This is an optimization exercise on Yosys and OpenROAD, whose aim is small area and a short achievable clock period, not a production implementation. Function was checked by simulation only, so behaviour that the tests miss may differ from the original. Power is estimated from default activity; no workload was simulated.

**flow/constraint.sdc**
```tcl
create_clock -name core_clock -period 10.0 [get_ports {CLK}]
set_input_delay 2.0000 -clock core_clock [delete_from_list [all_inputs] [get_ports {CLK}]]
set_output_delay 2.0000 -clock core_clock [all_outputs]
set_load 0.01 [all_outputs]
```
**flow/run.sh**
```bash
#!/bin/bash
# synth_recipe.tcl (not shown) runs the flow's synth.tcl, then flattens the netlist and writes it again
# the make line also repeats each setting of config.mk as NAME=value (left out here)
make -C /OpenROAD-flow-scripts/flow DESIGN_CONFIG=/design/flow/config.mk WORK_HOME=/design/flow/orfs CLKGATE_MAP_FILE= SYNTH_SCRIPT=/design/flow/synth_recipe.tcl finish
```
**flow/config.mk**
```make
export PLATFORM = sky130hd
export DESIGN_NAME = DSP_2
export DESIGN_NICKNAME = DSP_2
export VERILOG_FILES = /design/flow/design.v
export SDC_FILE = /design/flow/constraint.sdc
export NUM_CORES = 4
export LEC_CHECK = 0
export CAP_MARGIN = 20
export CORE_MARGIN = 2
export CORE_UTILIZATION = 40
export SLEW_MARGIN = 20
```
**flow/design.v**
```verilog
module Load_inputs_synch (IN,CLK,EN,OUT,RST); 
parameter PIPELINE=1; 
parameter WIDTH=18;
input [WIDTH-1:0] IN; 
input CLK,RST,EN; 
reg [WIDTH-1:0] OUT_FF ;
output [WIDTH-1:0]  OUT; 
always @(posedge CLK) begin 
	if(RST)
		OUT_FF<=0; 
	else if (EN)
		OUT_FF<=IN; 
end 
assign OUT = (PIPELINE) ? OUT_FF : IN ; 
endmodule 
module Load_inputs_asynch (IN,CLK,EN,OUT,RST); 
parameter PIPELINE=1; 
parameter WIDTH=18;
input [WIDTH-1:0] IN; 
input CLK,RST,EN; 
reg [WIDTH-1:0] OUT_FF ;
output [WIDTH-1:0] OUT; 
always @(posedge CLK or posedge RST) begin 
	if(RST)
		OUT_FF<=0; 
	else if (EN)
		OUT_FF<=IN; 
end 
assign OUT = (PIPELINE) ? OUT_FF : IN ; 
endmodule 
module DSP_2 (A,B,C,D,CARRYIN,M,P,CARRYOUT,CARRYOUTF,CLK,OPMODE,CEA,CEB,CEC,
	CECARRYIN,CED,CEM,CEOPMODE,CEP,RSTA,RSTB,RSTC,RSTCARRYIN,RSTD,RSTM,RSTOPMODE,RSTP,PCIN,PCOUT,BCOUT,BCIN); 
input [17:0] A , B , D ; 
input [47:0] C ; 
input [17:0] BCIN; 
input CARRYIN,CLK,CEA,CEB,CEC,CECARRYIN,CED,CEM,CEOPMODE,CEP; 
input RSTA,RSTB,RSTC,RSTD,RSTM,RSTOPMODE,RSTP,RSTCARRYIN; 
input [47:0] PCIN ; 
input [7:0] OPMODE ;
output [47:0] P ; 
output [35:0] M ; 
output CARRYOUT,CARRYOUTF; 
output [47:0] PCOUT; 
output [17:0] BCOUT ; 
parameter A0REG =0 ;
parameter A1REG =1 ;
parameter B0REG =0 ;
parameter B1REG =1 ; 
parameter CREG=1 ;
parameter DREG=1 ;
parameter MREG=1 ; 
parameter PREG=1 ; 
parameter CARRYINREG=1;  
parameter CARRYOUTREG=1;   
parameter OPMODEREG =1 ; 
parameter CARRYINSEL="OPMODE5";  
parameter B_INPUT="DIRECT"; 
parameter RSTTYPE="SYNC"; 
wire [17:0] A0_out,B0_out,A1_out,B1_out,D_out;
wire [47:0] C_out; 
reg [17:0] Adder_out,MUX_1_out; 
wire [7:0] OPMODE_out; 
wire [35:0] Multiplier_out; 
wire [35:0] M_out;
reg Carry_cascade; 
wire Carry_cascade_out; 
reg [47:0] MUX_X_out , MUX_Z_out; 
reg [47:0] Adder_2_out;
reg Carry_out_before_reg ; 
generate 
if(RSTTYPE=="ASYNC") begin : async_load_inputs 
	Load_inputs_asynch #(.PIPELINE(A0REG),.WIDTH(18)) I1 (.IN(A),.EN(CEA),.OUT(A0_out),.RST(RSTA),.CLK(CLK));
	Load_inputs_asynch #(.PIPELINE(CREG),.WIDTH(48)) I2 (.IN(C),.EN(CEC),.OUT(C_out),.RST(RSTC),.CLK(CLK));
	Load_inputs_asynch #(.PIPELINE(DREG),.WIDTH(18)) I3 (.IN(D),.EN(CED),.OUT(D_out),.RST(RSTD),.CLK(CLK));
	Load_inputs_asynch #(.PIPELINE(OPMODEREG),.WIDTH(8)) I4 (.IN(OPMODE),.EN(CEOPMODE),.OUT(OPMODE_out),.RST(RSTOPMODE),.CLK(CLK));
	if(B_INPUT=="DIRECT")  begin : direct_B_input 
		Load_inputs_asynch #(.PIPELINE(B0REG),.WIDTH(18)) I5 (.IN(B),.EN(CEB),.OUT(B0_out),.RST(RSTB),.CLK(CLK));
	end 
	else begin : BCIN_B_input_asynch  
		Load_inputs_asynch #(.PIPELINE(B0REG),.WIDTH(18)) I5 (.IN(BCIN),.EN(CEB),.OUT(B0_out),.RST(RSTB),.CLK(CLK));
	end 
end 
	else begin : sync_load_inputs 
		Load_inputs_synch #(.PIPELINE(A0REG),.WIDTH(18)) I1 (.IN(A),.EN(CEA),.OUT(A0_out),.RST(RSTA),.CLK(CLK));
		Load_inputs_synch #(.PIPELINE(CREG),.WIDTH(48)) I2 (.IN(C),.EN(CEC),.OUT(C_out),.RST(RSTC),.CLK(CLK));
		Load_inputs_synch #(.PIPELINE(DREG),.WIDTH(18)) I3 (.IN(D),.EN(CED),.OUT(D_out),.RST(RSTD),.CLK(CLK));
		Load_inputs_synch #(.PIPELINE(OPMODEREG),.WIDTH(8)) I4 (.IN(OPMODE),.EN(CEOPMODE),
							.OUT(OPMODE_out),.RST(RSTOPMODE),.CLK(CLK));
		if(B_INPUT=="DIRECT") begin :  direct_B_input_synch
			Load_inputs_synch #(.PIPELINE(B0REG),.WIDTH(18)) I5 (.IN(B),.EN(CEB),.OUT(B0_out),.RST(RSTB),.CLK(CLK));
		end else begin : BCIN_B_input_synch
			Load_inputs_synch #(.PIPELINE(B0REG),.WIDTH(18)) I5 (.IN(BCIN),.EN(CEB),.OUT(B0_out),.RST(RSTB),.CLK(CLK));
		end
	end 
endgenerate 
generate 
	if(RSTTYPE=="ASYNC") begin :  async_pipeline_stage2 
		Load_inputs_asynch #(.PIPELINE(B1REG),.WIDTH(18)) I6 (.IN(MUX_1_out),.EN(CEB),.OUT(B1_out),.RST(RSTB),.CLK(CLK)); 
		Load_inputs_asynch #(.PIPELINE(A1REG),.WIDTH(18)) I11 (.IN(A0_out),.EN(CEA),.OUT(A1_out),.RST(RSTA),.CLK(CLK));
	end 
	else begin : sync_pipeline_stage2
	Load_inputs_synch #(.PIPELINE(B1REG),.WIDTH(18)) I6 (.IN(MUX_1_out),.EN(CEB),.OUT(B1_out),.RST(RSTB),.CLK(CLK));
	Load_inputs_synch #(.PIPELINE(A1REG),.WIDTH(18)) I11 (.IN(A0_out),.EN(CEA),.OUT(A1_out),.RST(RSTA),.CLK(CLK));
	end 
endgenerate
always @(*) begin 
	if(OPMODE_out[6])
		Adder_out=D_out-B0_out; 
	else 
		Adder_out=D_out+B0_out; 
	if(OPMODE_out[4]) 
		MUX_1_out=Adder_out;
	else 
		MUX_1_out=B0_out; 
end 
assign BCOUT=B1_out; 
generate 
	if(RSTTYPE=="ASYNC") begin : async_stage3 
		Load_inputs_asynch #(.PIPELINE(MREG),.WIDTH(36)) I7 (.IN(Multiplier_out),.EN(CEM),.OUT(M_out),.RST(RSTM),.CLK(CLK));
		Load_inputs_asynch #(.PIPELINE(CREG),.WIDTH(1)) I8 (.IN(Carry_cascade),.EN(CECARRYIN),.OUT(Carry_cascade_out),
							.RST(RSTCARRYIN),.CLK(CLK));
	end 
	else begin  : sync_stage3
		Load_inputs_synch #(.PIPELINE(MREG),.WIDTH(36)) I7 (.IN(Multiplier_out),.EN(CEM),
							.OUT(M_out),.RST(RSTM),.CLK(CLK));
		Load_inputs_synch #(.PIPELINE(CREG),.WIDTH(1)) I8 (.IN(Carry_cascade),.EN(CECARRYIN),.OUT(Carry_cascade_out),
							.RST(RSTCARRYIN),.CLK(CLK));
	end 
endgenerate
always @(*) begin 
	if (CARRYINSEL=="OPMODE5") 
		Carry_cascade=OPMODE_out[5]; 
	else if (CARRYINSEL=="CARRYIN")
		Carry_cascade=CARRYIN; 
	else 
		Carry_cascade=0; 
end 
assign Multiplier_out=B1_out*A1_out; 
assign M=M_out; 
generate 
	if(RSTTYPE=="ASYNC") begin : async_stage4 
		Load_inputs_asynch #(.PIPELINE(PREG),.WIDTH(48)) I9 (.IN(Adder_2_out),.EN(CEP),.OUT(P),.RST(RSTP),.CLK(CLK));
		Load_inputs_synch #(.PIPELINE(CARRYOUTREG),.WIDTH(1)) I10 (.IN(Carry_out_before_reg),.EN(CECARRYIN),.OUT(Carry_out_after_reg),
							.RST(RSTCARRYIN),.CLK(CLK));
	end 
	else begin : sync_stage4
		Load_inputs_synch #(.PIPELINE(PREG),.WIDTH(48)) I9 (.IN(Adder_2_out),.EN(CEP),.OUT(P),.RST(RSTP),.CLK(CLK));
		Load_inputs_synch #(.PIPELINE(CARRYOUTREG),.WIDTH(1)) I10 (.IN(Carry_out_before_reg),.EN(CECARRYIN),.OUT(CARRYOUT)
							,.RST(RSTCARRYIN),.CLK(CLK));
	end 
endgenerate 
always @(*) begin 
	case(OPMODE_out[1:0]) 
	2'b00:MUX_X_out=48'b0;
	2'b01:MUX_X_out={12'b0,M_out};
	2'b10:MUX_X_out=PCOUT; 
	2'b11:MUX_X_out={D[11:0],A[17:0],B[17:0]};
	endcase 
	case(OPMODE_out[3:2])
	2'b00:MUX_Z_out=48'b0;
	2'b01:MUX_Z_out=PCIN; 
	2'b10:MUX_Z_out=PCOUT; 
	2'b11:MUX_Z_out=C_out; 
	endcase 
	if(OPMODE_out[7])
		{Carry_out_before_reg,Adder_2_out}=MUX_Z_out-(MUX_X_out+Carry_cascade_out); 
	else 
		{Carry_out_before_reg,Adder_2_out}=MUX_Z_out+(MUX_X_out+Carry_cascade_out); 
end 
assign CARRYOUTF=CARRYOUT; 
assign PCOUT=P; 
endmodule 
```
==> results_dict.tcl <==
set metrics [dict create \
    status "finished clean" \
    timing.final.crit_period_ps 8768 \
    switching_power_mw 1.958 \
    io_buffer_count 326 \
    die_area_sq_mm 0.06729 \
    detail_route.drc_violations 0 \
    io-pin-count 346 \
    layoutNonFillerInstCount 4160 \
    endpoint_kind "flip-flop" \
    ranking_of_synthesized_cells_by_instance_count "inv_1, nor2_1, nand2_1" \
    number_of_global_route_vias_before_repair 22353 \
    clk_root_buffer_cell "clkbuf_16" \
    clock_tree.htree_level_count 4 \
    cts_tree "done" \
    core-area_sq_mm 0.06446 \
    arrival_ps 9160 \
    drtPass1Iterations 5 \
    static-leakage-power_nw 13.37 \
    timing.setup.critical_path_class "in2reg" \
    grt_overflow 0 \
    clock_skew_ps 30.48 \
    worstSkewPairLatency_ps 510 \
    placedCellCount 4127 \
    area_leader_netlist "fa_1" \
    clk_pin_slew_ps 80 \
    grt_first_pass_wirelength_um 131200 \
    number_of_rows_in_the_core_area 93 \
    start_kind "input port" \
    rsz0062_at_grt "no" \
    post_cts.resized_instances 0 \
    ir_worst_vdd_mv 0.1191 \
    worstPathRequired_ps 10390 \
    ys_async_sr_fraction_pct 0 \
    synth_fp_nets 3762 \
    clkPwrFrac_pct 17.2 \
    number_of_nets_in_the_layout 3922 \
    post_synth.cell_area_avg_sq_um 8.333 \
    layout.filler_cells 6455 \
    syn_area_sq_mm 0.02609 \
    post_route_cells_drive_above_1_share_pct 6.416 \
    die_h_um 259.4 \
    power.share.combinational_pct 56.5 \
    seq_power_share_pct 26.4 \
    cp_max_fo 8 \
    ys_ff_latch 196 \
    post-cts-setup-buffer-count 0 \
    synth_most_common_cell "inv_1" \
    postSynthCellCount 3131 \
    timing.setup.tns_ps 0 \
    drt-vias-per-instance 5.408 \
    finalPower_mw 4.338 \
    yosys-top-cells-area "fa_1, dfxtp_1, ha_1" \
    report.final.hold_viol_count 0 \
    via_count_of_the_routed_design 22499 \
    maxSlewHeadroom_pct 25.25 \
    initial_utilization_pct 40.47 \
    synth_enable_flop_cells 0 \
    synth_sequential_area_ratio_pct 15.04 \
    area_growth_syn_to_layout_pct 15.76 \
    internal_power_mw 2.381 \
    cts-root-to-sink-buffers 2 \
    holdCritPathClass "reg2reg" \
    cts.sink_count 196 \
    antenna_found_initial 1 \
    worst_slew_pin_slew_ps 1120 \
    cts-hold-fix-buffers 0 \
    synth_top_area_share_pct 19.80 \
    place_hpwl_um 67330 \
    die-width_um 259.4 \
    multi_input_gate_area_sq_mm 0.01977 \
    post-route-period-util_pct 87.68 \
    final-max-slew-violation-count 0 \
    regArea_sq_mm 0.003930 \
    count_of_max_cap_constraint_violations 0 \
    maximum_number_of_pins_on_one_net_before_global_route_repair 62 \
    setup_viol_count_final 0 \
    critical-path-max-stage-delay_ps 600 \
    grt.total_usage_pct 25.41 \
    yosysWarnings 7 \
    drt-wirelength-per-cell_um 20.46 \
    critical_path.slowest_cell "clkdlybuf4s50_1" \
    totalWireLength_um 85130 \
    gpl.final_weighted_congestion 0.9456 \
    postSynth.topFlopCell "dfxtp_1" \
    power_per_cell_area_mw_per_mm2 143.6 \
    fmax_mhz 114.1 \
    netSwitchingFraction_pct 45.12 \
    route.antenna.remaining_nets 0 \
    drtIter0Drc 1551 \
    cts_buf_count 17 \
    yosys.cell_types.count 92 \
]
==> worst max-delay path, delay by kind of cell <==
kind / cells / cell delay (ps)
AO/OA/AOI/OAI: 13 / 2770
AND/OR/NAND/NOR: 9 / 2150
buffers and inverters: 3 / 900
adder cells (fa/ha/maj): 3 / 780
XOR/XNOR: 2 / 410
multiplexers: 1 / 110
==> power by group through the flow <==
stage          registers (mW)  clock network, mW  logic, mW
4_1_cts                  1.14              0.763       2.44
3_3_place_gp             1.16                  0       2.42
5_1_grt                  1.16              0.784       2.70
3_5_place_dp             1.16                  0       2.42
6_report                 1.14              0.744       2.45
2_1_floorplan            1.04                  0       1.70
==> cells by family after synthesis <==
group                    count (synthesis)  synth area share (%)
AND/OR/NAND/NOR                       1023                 18.59
buffers and inverters                  568                 9.207
AO/OA/AOI/OAI                          474                 12.55
adder cells (fa/ha/maj)                437                 28.38
multiplexers                           253                 10.16
flip-flops                             196                 15.04
XOR/XNOR                               180                 6.071
==> placed cells by master, fill, tap and decap left out, types with 12 or more instances in the layout <==
cell             instances
a21o_1                  41
nor4_1                  25
nand2_1                322
nor3_1                  49
mux2i_1                161
mux2_2                  85
ha_1                   179
o21ai_0                 56
buf_4                   37
nand4_1                 21
clkbuf_16               17
a22oi_1                 29
clkdlybuf4s50_1        320
and2_1                 114
nand3_1                 36
inv_1                  344
nand2b_1                15
nor2_1                 334
xor2_1                  52
nor2b_1                 19
fa_1                   258
a21oi_1                128
o21bai_1                12
a22o_1                  52
o21a_1                  22
a31oi_1                 17
and3_1                  18
a211oi_1                31
dfxtp_1                191
xnor2_1                127
==> sequential cells by signal, summed over array words and instances, names as in the netlist <==
signal	flops
sync_stage4.I10.OUT_FF	1
sync_pipeline_stage2.I6.OUT_FF	18
sync_pipeline_stage2.I11.OUT_FF	18
sync_stage3.I7.OUT_FF	36
sync_load_inputs.I3.OUT_FF	18
sync_stage4.I9.OUT_FF	48
sync_load_inputs.I4.OUT_FF	8
sync_load_inputs.I2.OUT_FF	48
sync_stage3.I8.OUT_FF	1
==> per-layer routing <==
| layer | track usage, % | vias to the layer above | share of wire [%] |
|---|---|---|---|
| met5 | 0 | - | 0.015 |
| met4 | 7.487 | 2 | 2.5 |
| met2 | 42.27 | 727 | 47 |
| li1 | - | 10692 | - |
| met3 | 4.189 | 105 | 7.0 |
| met1 | 33.81 | 10973 | 44 |
==> worst paths after layout <==
kind	cells after the start	slack [ps]	end	start
max reg2reg	24	1810	sync_stage3.I7.OUT_FF[35]$_SDFFE_PP0P_	sync_pipeline_stage2.I11.OUT_FF[6]$_SDFFE_PP0P_
min reg2reg	2	490	sync_stage3.I7.OUT_FF[9]$_SDFFE_PP0P_	sync_stage3.I7.OUT_FF[9]$_SDFFE_PP0P_
min	2	490	sync_stage3.I7.OUT_FF[9]$_SDFFE_PP0P_	sync_stage3.I7.OUT_FF[9]$_SDFFE_PP0P_
max	31	1230	sync_stage4.I9.OUT_FF[46]$_SDFFE_PP0P_	B[0]
==> metrics by stage <==
stage | worst slack (ps) | area [sq um] | hold WS (ps) | utilization (%)
final | 1232 | 30200 | 488.6 | 46.85
after global routing | 761.2 | 30200 | 517.5 | 46.85
after CTS | 1343 | 30210 | 491.3 | 46.86
after detailed placement | 828.9 | 29600 | 477.1 | 45.91
after global placement | 935.5 | 29580 | 466.3 | 45.89
after floorplan | 2557 | 26090 | 454.4 | -
==> layout make-up <==
type | count | area share, %
Multi-Input combinational cell | 2367 | 65.47
Clock buffer | 19 | 1.467
Clock inverter | 13 | 0.5427
Sequential cell | 196 | 13.01
Inverter | 345 | 4.288
Antenna cell | 1 | 0.008285
Timing Repair Buffer | 364 | 11.67
Tap cell | 855 | 3.542

[what the ideal ports hide]
Ports are ideal in the flow. The routed layout listed here was re-timed in OpenROAD. Step 1 sets driving cells, clkbuf_16 on the clock port and buf_2 on the other inputs (assumed; they add their load-dependent delay and slew). Step 2, shift: input delay + t, output delay - t, t = (earliest + latest rising clock arrival at the registers) / 2. This alone moves slack from input paths to output paths. Three values: no drivers, after step 1, after step 2; two values: the first two.
shift t [ns]: 0.552
setup WS [ns]: 1.232 / 1.260 / 0.707
cell pins on the clock port's net: 1
After both steps this run still meets setup and hold. For this run, drivers alone change the setup slack by +0.028 ns; drivers and shift together by -0.525 ns.
